Background: an optimization exercise with open tools, aiming at a short achievable clock period. Do not read the settings as production practice.
In this exercise RTL edits were held to simulation tests only and were not proved equivalent to the original.
Power figures rest on the tool's default switching activity, not on a simulated workload.

==> flow/design.v (outline; a module is shown in full before it is edited, if it fits) <==
// module tdc_timestamp: 12 lines
// module topob_unpack: 35 lines
// module strategy_imbalance: 55 lines
// module risk_checks: 70 lines
// module tx_order_encoder: 30 lines
// module pipeline_top: 11841 lines
module pipeline_top(
    input clk,
    input rst_n,
    input valid_in,
    input [63:0] tob_word0,
    input [63:0] tob_word1,
    input [16-1:0] cfg_imb_thresh,
    input [32-1:0] cfg_max_spread,
    input [16-1:0] cfg_default_qty,
    input [16-1:0] cfg_inst_filter,
    input [16-1:0] cfg_max_position,
    input [32+16-1:0] cfg_max_notional,
    input [64-1:0] cfg_min_interval,
    output valid_out,
    output [63:0] order_word0,
    output [63:0] order_word1
);
  // ...
==> flow/flow/run.sh <==
#!/bin/bash
set -euo pipefail
bash standard.sh SETUP_SLACK_MARGIN=${MARGIN:-8} finish > make_finish.log 2>&1
==> flow/standard.sh <==
#!/bin/bash
# synth_recipe.tcl (not shown) runs the flow's synth.tcl, then flattens the netlist and writes it again
# the make line also repeats each setting of config.mk as NAME=value (left out here)
make -C /OpenROAD-flow-scripts/flow DESIGN_CONFIG=/design/flow/config.mk WORK_HOME=/design/flow/orfs CLKGATE_MAP_FILE= SYNTH_SCRIPT=/design/flow/synth_recipe.tcl "${@:-finish}"
==> flow/config.mk <==
export PLATFORM = sky130hd
export DESIGN_NAME = pipeline_top
export DESIGN_NICKNAME = pipeline_top
export VERILOG_FILES = /design/flow/design.v
export SDC_FILE = /design/flow/constraint.sdc
export NUM_CORES = 4
export LEC_CHECK = 0
export CAP_MARGIN = 20
export CORE_MARGIN = 2
export CORE_UTILIZATION = 40
export SLEW_MARGIN = 20
==> flow/constraint.sdc <==
create_clock -name core_clock -period 12.0 [get_ports {clk}]
set_input_delay 2.4000 -clock core_clock [delete_from_list [all_inputs] [get_ports {clk}]]
set_output_delay 2.4000 -clock core_clock [all_outputs]
set_load 0.01 [all_outputs]
==> reports/qor.csv, run 1 <==
metric,value,unit
global-route usage over all layers,37.22,%
leakage power,51.85,nW
"Async S/R FF share, synth",13.74,%
"Gates resized, CTS repair",1893,
Worst Reg-to-Reg Cells,12,
"flip-flop count of the largest register, all copies and words added",136,
synthesized area per cell,8.970,sq um
gr ovfl total,0,
critical path capture point type,output pin,
pin slew with the least headroom to its limit,1059,ps
starting density of the core,40.14,%
CP arrival,4780,ps
dpl ws,3366,ps
status,timing/DRC/antenna clean,
final-layout clock-cell area share,2.591,%
# Max-Cap Violations,0,
sequential element share of the synthesized area,15.34,%
leading cell type by number of instances after synthesis,nor2_1,
kind of critical path,reg2out,
Detailed Route WL,404200,um
Largest cell class,multi-input combinational cells,
hold slack,468.9,ps
Worst Hold Depth,2,
count of input and output buffers,388,
relative max-transition margin,29.42,%
share of power burned in combinational logic,77.5,%
# Post-CTS Setup Buffers,569,
fraction of the mapped netlist area in adder cells,47.60,%
Slew Limit Fails,0,
first-pass GRT wire length,562200,um
Repair and plain buffers,1423,
number of nets with antenna violations after detailed routing,0,
Cell variety after synth,96,
endpoint of the worst-slack reg-to-reg timing path,b_heap[78],
area fraction in compound gates after synthesis,6.112,%
DR WL/cell,30.47,um
hold wc startpoint,c_nlim_bd[18],
largest power group,combinational cells,
required time worst endpoint,9600,ps
Testbench counts, summed over its fixed seeds: latency cycles 2,711, orders 2,711.
==> run 2, diff against run 1 <==
==> flow/run.sh (new file) <==
#!/bin/bash
# synth_recipe.tcl (not shown) runs the flow's synth.tcl, then flattens the netlist and writes it again
# the make line also repeats each setting of config.mk as NAME=value (left out here)
make -C /OpenROAD-flow-scripts/flow DESIGN_CONFIG=/design/flow/config.mk WORK_HOME=/design/flow/orfs CLKGATE_MAP_FILE= SYNTH_SCRIPT=/design/flow/synth_recipe.tcl finish
removed: flow/flow/run.sh
removed: flow/standard.sh
==> run 2 against run 1 <==
Compared with the run above:
- die area is the same
- via count shrank 13%
- area after synthesis is the same
- worst hold slack lost 42 ps
- synthesized cell count is the same
- non-clock buffer count shrank 839
- critical path type unchanged
==> reports/qor.csv, run 2 <==
metric,value,unit,change
Hold Crit Class,reg2reg,,
clock tree from TritonCTS,done,,
Worst Reg-to-Reg Cells,15,,+3
"Async S/R FF share, synth",13.74,%,unchanged
pin count of the biggest net entering global routing,190,,
# Post-CTS Setup Buffers,0,,-100%
cells after synthesis,9350,,
maximum fanout count along the critical path,49,,
number of buffers added by the clock tree synthesis step,82,,
Area contributors post-synth,"fa_1, dfxtp_1, nor2_1",,
proportion of netlist area held by the largest area contributor,39.65,%,
endpoint of the worst-slack reg-to-reg timing path,b_heap[79],,
relative max-transition margin,17.75,%,-12 points
clock tree root buffer cell,clkbuf_16,,
DR WL/cell,25.64,um,-16%
status,timing/DRC/antenna clean,,
leakage power,43.65,nW,-16%
maximum clock path buffer count,3,,
Die X-Extent,461.9,um,
clock group share of total power,13.6,%,
post-route DRC violation count,0,,
Final Hold Violating Endpoints,0,,
synthesis-to-finish area growth,11.60,%,
reg-to-reg critical path startpoint,c_dq[0],,
Top Registers,"b_heap x136, c_minint x64, gap1 x64",,
CTS sink count,597,,
number of optimization iterations in the first detailed-route pass,6,,
internal reg-to-reg setup slack,5520,ps,
clock period minus worst slack,8231,ps,
count of cell instances traversed by the critical path,13,,
number of H-tree levels,3,,
via count of the first global-routing pass,71640,,
dpl ws,3480,ps,+113.3 ps
final-stage net count,12030,,
total net switching power,10.00,mW,
required time worst endpoint,9600,ps,about the same
clock slew at reported path FFs,60,ps,
pin slew with the least headroom to its limit,1234,ps,+175.0 ps
unrepaired setup endpoints after global routing,no,,
number of antenna violations at the first check in global routing,16,,
fraction of power consumed by sequential logic,14.2,%,
dominant cell type by count on the critical path,fa_1,,
number of DRC markers in iteration 0,6514,,
count of state elements after synthesis,597,,
maximum vdd ir drop,0.0003176,V,
# Max-Cap Violations,0,,unchanged
fraction of layout cells with a size suffix above 1,6.012,%,
final setup skew,53.23,ps,
Vias,67310,,
largest area contributor in the netlist,fa_1,,
first-pass GRT wire length,467500,um,-17%
"Clk Latency, worst-skew pair",760,ps,
number of vias per cell after detailed routing,5.439,,
CP bufs+invs,2,,
total die area,0.2133,sq mm,
list of most frequent post-synthesis cells,"nor2_1, inv_1, fa_1",,
hold slack,426.7,ps,-42.23 ps
hold wc startpoint,c_nlim_bd[18],,
Achievable Freq,121.5,MHz,
CP arrival,5830,ps,+1050 ps
number of enable-type register cells in the synthesized netlist,50,,
end of the worst hold path,b_nlim[18],,
worst-path cell with the longest stage delay,clkdlybuf4s50_1,,
slack of the critical path,3769,ps,
ports placed on the boundary,468,,
cts hold-fix bufs,0,,
synthesized area per cell,8.970,sq um,unchanged
Vert. Die Dim,461.9,um,
switching power as a share of total power,49.49,%,
number of synthesis warnings,1,,
num rows,168,,
Power per Cell Area,216.0,mW/mm^2,
CP peak stage delay,650,ps,
sequential element share of the synthesized area,15.34,%,unchanged
Post-Synthesis Cell Area,0.08387,sq mm,
Detailed Route WL,317300,um,-21%
cell family contributing the most delay on the critical path,compound AO/OA/AOI/OAI gates,,
share of power burned in combinational logic,72.2,%,-5.3 points
global-route usage over all layers,30.11,%,-7.1 points
Cell variety after synth,96,,unchanged
starting density of the core,40.14,%,unchanged
"most common cell after layout, fill and taps aside",nor2_1,,
kind of critical path,reg2out,,
"leading cell types in the layout, fill and taps excluded","nor2_1, inv_1, fa_1",,
critical path capture point type,output pin,,
leading cell type by number of instances after synthesis,nor2_1,,
cell-internal power,10.21,mW,
final core utilization,44.79,%,
Worst Hold Depth,2,,unchanged
CORE AREA,0.2089,sq mm,
final setup fails,0,,
Final Cycle Share,68.59,%,
most common flop cell mapped by yosys,dfxtp_1,,
GP Congestion,0.9570,,
count of input and output buffers,388,,unchanged
"Most flops, register",b_heap,,
kind of launch point of the worst setup path,flop,,
crit-path cells,"fa_1, fa_1, ha_1, o21a_1, o211ai_1, o21bai_1, nand2b_1, o211ai_4, a31oi_4, nor4b_1, o41a_2, buf_4, clkdlybuf4s50_1",,
number of nets with antenna violations after detailed routing,0,,unchanged
DP Wirelength,226400,um,
Final Instance Count excl. Fillers,12380,,
total instance count after detailed placement,12220,,
"Gates resized, CTS repair",0,,-100%
"flip-flop count of the largest register, all copies and words added",136,,unchanged
final sum of negative setup slack,0,ps,
Slew Limit Fails,0,,unchanged
gr ovfl total,0,,unchanged
-- run 2: cell count changes in the layout (fill, tap and decap cells not counted), sizes merged, moves of 12 or more --
cell and change:
buf -839, bufbuf -36, clkbuf -20, clkdlybuf4s15 -15, clkdlybuf4s50 +153, clkinv -12, clkinvlp -37, diode -18
dlygate4sd2 -80, inv +18
-- run 2: worst min-delay path, delay by kind of cell (launching register included) --
family	cells	cell delay, ps
DFF	1	300
and+or+nand+nor	2	120
-- run 2: worst max path at each step --
stage             startpoint    endpoint  slack [ps]
2_1_floorplan  tob_word1[28]  b_heap[96]        5830
3_3_place_gp   tob_word0[51]      b_q[8]        3520
3_5_place_dp   tob_word0[51]     b_q[14]        3480
4_1_cts            b_heap[6]   valid_out        3700
5_1_grt           b_heap[33]   valid_out        3520
6_report          b_heap[33]   valid_out        3770
-- run 2: metal layers --
layer,GRT usage [%],share of wire [%],vias to the layer above
met4,15.70,6.3,14
li1,-,-,28400
met2,44.83,43,3917
met1,38.69,38,34050
met5,0,0.033,-
met3,10.24,13,935
-- run 2: area by class of cell --
class,instances,area [sq um]
Fill cell,20150,115400
Tap cell,2805,3510
Antenna cell,7,17.52
Multi-Input combinational cell,6382,61840
Clock buffer,105,2313
Timing Repair Buffer,584,5379
Clock inverter,48,730.7
Inverter,1848,6939
Sequential cell,597,12860
-- run 2: power groups by stage --
stage | Combinational [mW] | Clock [mW] | Sequential (mW)
4_1_cts | 14.4 | 2.81 | 2.88
6_report | 14.6 | 2.75 | 2.87
3_5_place_dp | 14.3 | 0 | 2.91
2_1_floorplan | 9.89 | 0 | 2.85
5_1_grt | 16.1 | 2.88 | 2.92
3_3_place_gp | 14.1 | 0 | 2.91
-- run 2: kinds of logic (layout without fill, tap and decap cells) --
kind of cell             count (synthesis)  after routing  share of synthesized area (%)
AND/OR/NAND/NOR                       2825           2825                          13.80
buffers and inverters                 2432           2585                          11.30
adder cells (fa/ha/maj)               2194           2194                          47.60
AO/OA/AOI/OAI                          807            807                          6.112
flip-flops                             597            597                          15.34
multiplexers                           303            303                          3.857
XOR/XNOR                               190            190                          1.984
other                                    2             70                       0.008955
-- run 2: through the flow --
step / instance area [sq um] / power, mW
after floorplan: 84090 / 12.74
after global placement: 90530 / 16.99
after detailed placement: 90530 / 17.22
after CTS: 93570 / 20.11
after global routing: 93570 / 21.91
final: 93590 / 20.21
==> run 3, diff against run 2 <==
--- a/flow/config.mk
+++ b/flow/config.mk
@@ -10,2 +10,3 @@
 export CORE_UTILIZATION = 40
+export SETUP_SLACK_MARGIN = 5
 export SLEW_MARGIN = 20
==> run 3 against run 2 <==
Compared with the run above:
- final cell count rose by 0.15%
- via count increased by 0.51%
- clock power is essentially flat
- routed wire length rose by 0.90%
- largest cell class unchanged
==> reports/qor.csv, run 3 <==
metric,value,unit,change
number of antenna violations at the first check in global routing,16,,unchanged
Slew Limit Fails,0,,unchanged
proportion of netlist area held by the largest area contributor,39.65,%,unchanged
required time worst endpoint,9600,ps,about the same
final core utilization,45.06,%,+0.27 points
list of most frequent post-synthesis cells,"nor2_1, inv_1, fa_1",,
number of DRC markers in iteration 0,6791,,+4.3%
CP arrival,4680,ps,-1150 ps
status,timing/DRC/antenna clean,,
number of nets with antenna violations after detailed routing,0,,unchanged
busiest metal layer after global routing,met2,,
CORE AREA,0.2089,sq mm,unchanged
global-route track usage on met2,45.25,%,+0.41 points
cells after synthesis,9350,,unchanged
ports placed on the boundary,468,,unchanged
Final Hold Violating Endpoints,0,,unchanged
via count of the first global-routing pass,71880,,+0.34%
pin count of the biggest net entering global routing,161,,-15%
final cell area excluding filler cells,0.09415,sq mm,+0.60%
count of input and output buffers,388,,unchanged
"leading cell types in the layout, fill and taps excluded","nor2_1, inv_1, fa_1",,
DR WL/cell,25.83,um,+0.74%
leading cell type by number of instances after synthesis,nor2_1,,
CP peak stage delay,540,ps,-110 ps
CTS sink count,597,,unchanged
num rows,168,,unchanged
final setup skew,55.72,ps,+2.494 ps
cts hold-fix bufs,0,,unchanged
Cell variety after synth,96,,unchanged
clock tree root buffer cell,clkbuf_16,,
number of optimization iterations in the first detailed-route pass,6,,unchanged
count of state elements after synthesis,597,,unchanged
kind of launch point of the worst setup path,flop,,
gr ovfl total,0,,unchanged
DP Wirelength,226400,um,unchanged
fill count,20090,,-0.29%
post-route DRC violation count,0,,unchanged
global routing usage on met1,38.87,%,+0.18 points
leakage power,43.84,nW,+0.42%
Vias,67660,,+0.51%
largest area contributor in the netlist,fa_1,,
first-pass GRT wire length,470400,um,+0.61%
relative max-transition margin,18.09,%,+0.34 points
"most common cell after layout, fill and taps aside",nor2_1,,
final setup fails,0,,unchanged
placement-stage cell area,0.09053,sq mm,unchanged
maximum clock path buffer count,3,,unchanged
Final Cycle Share,58.96,%,-9.6 points
pin slew with the least headroom to its limit,1229,ps,-5.107 ps
cell family contributing the most delay on the critical path,compound AO/OA/AOI/OAI gates,,
"Most flops, register",b_heap,,
synthesis-to-finish area growth,12.27,%,
Hold Crit Class,reg2reg,,
maximum fanout count along the critical path,4,,-92%
CP bufs+invs,6,,+4
clock tree from TritonCTS,done,,
number of enable-type register cells in the synthesized netlist,50,,unchanged
Vert. Die Dim,461.9,um,unchanged
global-route usage over all layers,30.32,%,+0.21 points
number of H-tree levels,3,,unchanged
most common flop cell mapped by yosys,dfxtp_1,,
"Async S/R FF share, synth",13.74,%,unchanged
fraction of layout cells with a size suffix above 1,6.763,%,+0.75 points
Power per Cell Area,223.7,mW/mm^2,+3.6%
worst-path cell with the longest stage delay,fa_1,,
total instance count after detailed placement,12220,,unchanged
Final Instance Count excl. Fillers,12400,,+0.15%
reg-to-reg critical path startpoint,c_dq[0],,
unrepaired setup endpoints after global routing,yes,,
worst setup path start,b_heap[8],,
sequential element share of the synthesized area,15.34,%,unchanged
GP Congestion,0.9570,,unchanged
# Max-Cap Violations,0,,unchanged
starting density of the core,40.14,%,unchanged
number of buffers added by the clock tree synthesis step,82,,unchanged
Top Registers,"b_heap x136, c_minint x64, gap1 x64",,
maximum vdd ir drop,0.0003509,V,+10%
Area contributors post-synth,"fa_1, dfxtp_1, nor2_1",,
crit-path cells,"inv_2, fa_1, inv_2, fa_1, ha_4, o21ai_4, nor2_4, a31o_4, o31ai_4, buf_6, o211ai_4, a31oi_4, buf_12, nor4b_4, o41a_4, buf_12, buf_6",,
Die X-Extent,461.9,um,unchanged
kind of critical path,reg2out,,
Achievable Freq,141.3,MHz,+16%
hold wc startpoint,c_nlim_bd[18],,
number of vias per cell after detailed routing,5.458,,+0.36%
clock period minus worst slack,7075,ps,-1156 ps
final sum of negative setup slack,0,ps,unchanged
synthesized area per cell,8.970,sq um,unchanged
Detailed Route WL,320200,um,+0.90%
final-stage net count,12050,,+0.14%
total die area,0.2133,sq mm,unchanged
Post-Synthesis Cell Area,0.08387,sq mm,unchanged
"flip-flop count of the largest register, all copies and words added",136,,unchanged
number of synthesis warnings,1,,unchanged
met3 GRT Util,10.30,%,+0.055 points
"Clk Latency, worst-skew pair",760,ps,about the same
clock slew at reported path FFs,70,ps,about the same
critical path capture point type,output pin,,
[run 3: cell counts after synthesis]
Identical to the previous run, type by type.
[run 3: final timing paths]
path | end | slack (ps) | cells past startpoint
worst max-delay path | valid_out | 4920 | 17
min in group asynchronous | gap1[40] | 1670 | 1
worst max register to register | b_heap[79] | 5540 | 15
worst min-delay path | b_nlim[18] | 430 | 2
max in group asynchronous | pos[5] | 8600 | 3
worst min register to register | b_nlim[18] | 430 | 2
[run 3: layout make-up]
| cell class | instances | area [sq um] | share of cell area (%) |
|---|---|---|---|
| Antenna cell | 9 | 22.52 | 0.02392 |
| Clock buffer | 105 | 2313 | 2.457 |
| Clock inverter | 48 | 730.7 | 0.7761 |
| Inverter | 1848 | 6950 | 7.382 |
| Multi-Input combinational cell | 6382 | 62110 | 65.97 |
| Sequential cell | 597 | 12870 | 13.67 |
| Tap cell | 2805 | 3510 | 3.728 |
| Timing Repair Buffer | 601 | 5647 | 5.997 |
[run 3: repair_timing]
| item | 4_1_cts | 5_1_grt |
|---|---|---|
| endpoints found under the setup margin | 62 | 61 |
| gates resized for setup | 58 | 34 |
| pin swaps | 14 | 17 |
| gates cloned | 3 | 0 |
| endpoints found under the hold margin | 0 | 0 |
| buffers inserted | 12 | 2 |
[run 3: through the flow]
step	power [mW]	worst slack [ps]	hold WS [ps]
4_1_cts	20.69	4876	431.0
5_1_grt	22.74	4838	469.0
3_5_place_dp	17.22	3480	441.5
6_report	21.06	4925	428.2
3_3_place_gp	16.99	3521	440.3
2_1_floorplan	12.74	5831	425.9
[run 3: per-layer routing]
metal,share of wire (%),up-vias
met1,38,34280
met5,0.035,-
met2,43,3933
met4,6.4,16
met3,13,973
li1,-,28460
[run 3: logic make-up after synthesis]
family	count (synthesis)	share of synthesized area, %
fa+ha+maj	2194	47.60
other cells	2	0.008955
buf+inv	2432	11.30
flops	597	15.34
compound gates	807	6.112
simple gates	2825	13.80
xor+xnor	190	1.984
mux	303	3.857
[run 3: worst register-to-register path, stage by stage, from the launching register on]
cell	delay [ps]
dfxtp_1	300
buf_4	470
clkinv_1	1060
buf_4	640
ha_1	300
ha_1	260
a21o_1	160
a21o_1	180
a221oi_1	290
o221ai_1	300
xor2_4	180
buf_4	530
buf_12	400
mux2i_1	1060
nor2_1	110
a21oi_1	140
[run 3: where the power goes]
group / internal, mW / switching, mW / leakage, nW
Clock: 1.63 / 1.12 / 1.47
Combinational: 6.43 / 9.01 / 36.8
Sequential: 2.63 / 0.245 / 5.54
Total: 10.7 / 10.4 / 43.8

separate check: timing with driven ports:
In the flow no input, the clock included, has a driving cell. The finished layouts below were timed again as built, in two steps.
Step 1, drivers: a clkbuf_16 drives clk and a buf_2 each remaining input, both assumed.
Step 2, shift: input delay + t, output delay - t, t = (earliest + latest rising clock arrival at the registers) / 2. This alone moves slack from input paths to output paths.
a / b / c = no drivers / after step 1 / after step 2; a / b = the first two.
run	t (ns)	slack for setup (ns)	clock arrival spread, ns	worst data-port slew with drivers (ns)
run 1	0.863	4.821 / 4.726 / 5.589	0.054 / 0.055	0.15
run 2	0.818	3.769 / 3.684 / 3.375	0.056 / 0.056	0.14
run 3	0.821	4.925 / 4.839 / 4.324	0.056 / 0.056	0.14
After both steps every run listed still meets setup and hold. For run 3, which loses most, drivers alone change the setup slack by -0.086 ns; drivers and shift together by -0.601 ns.
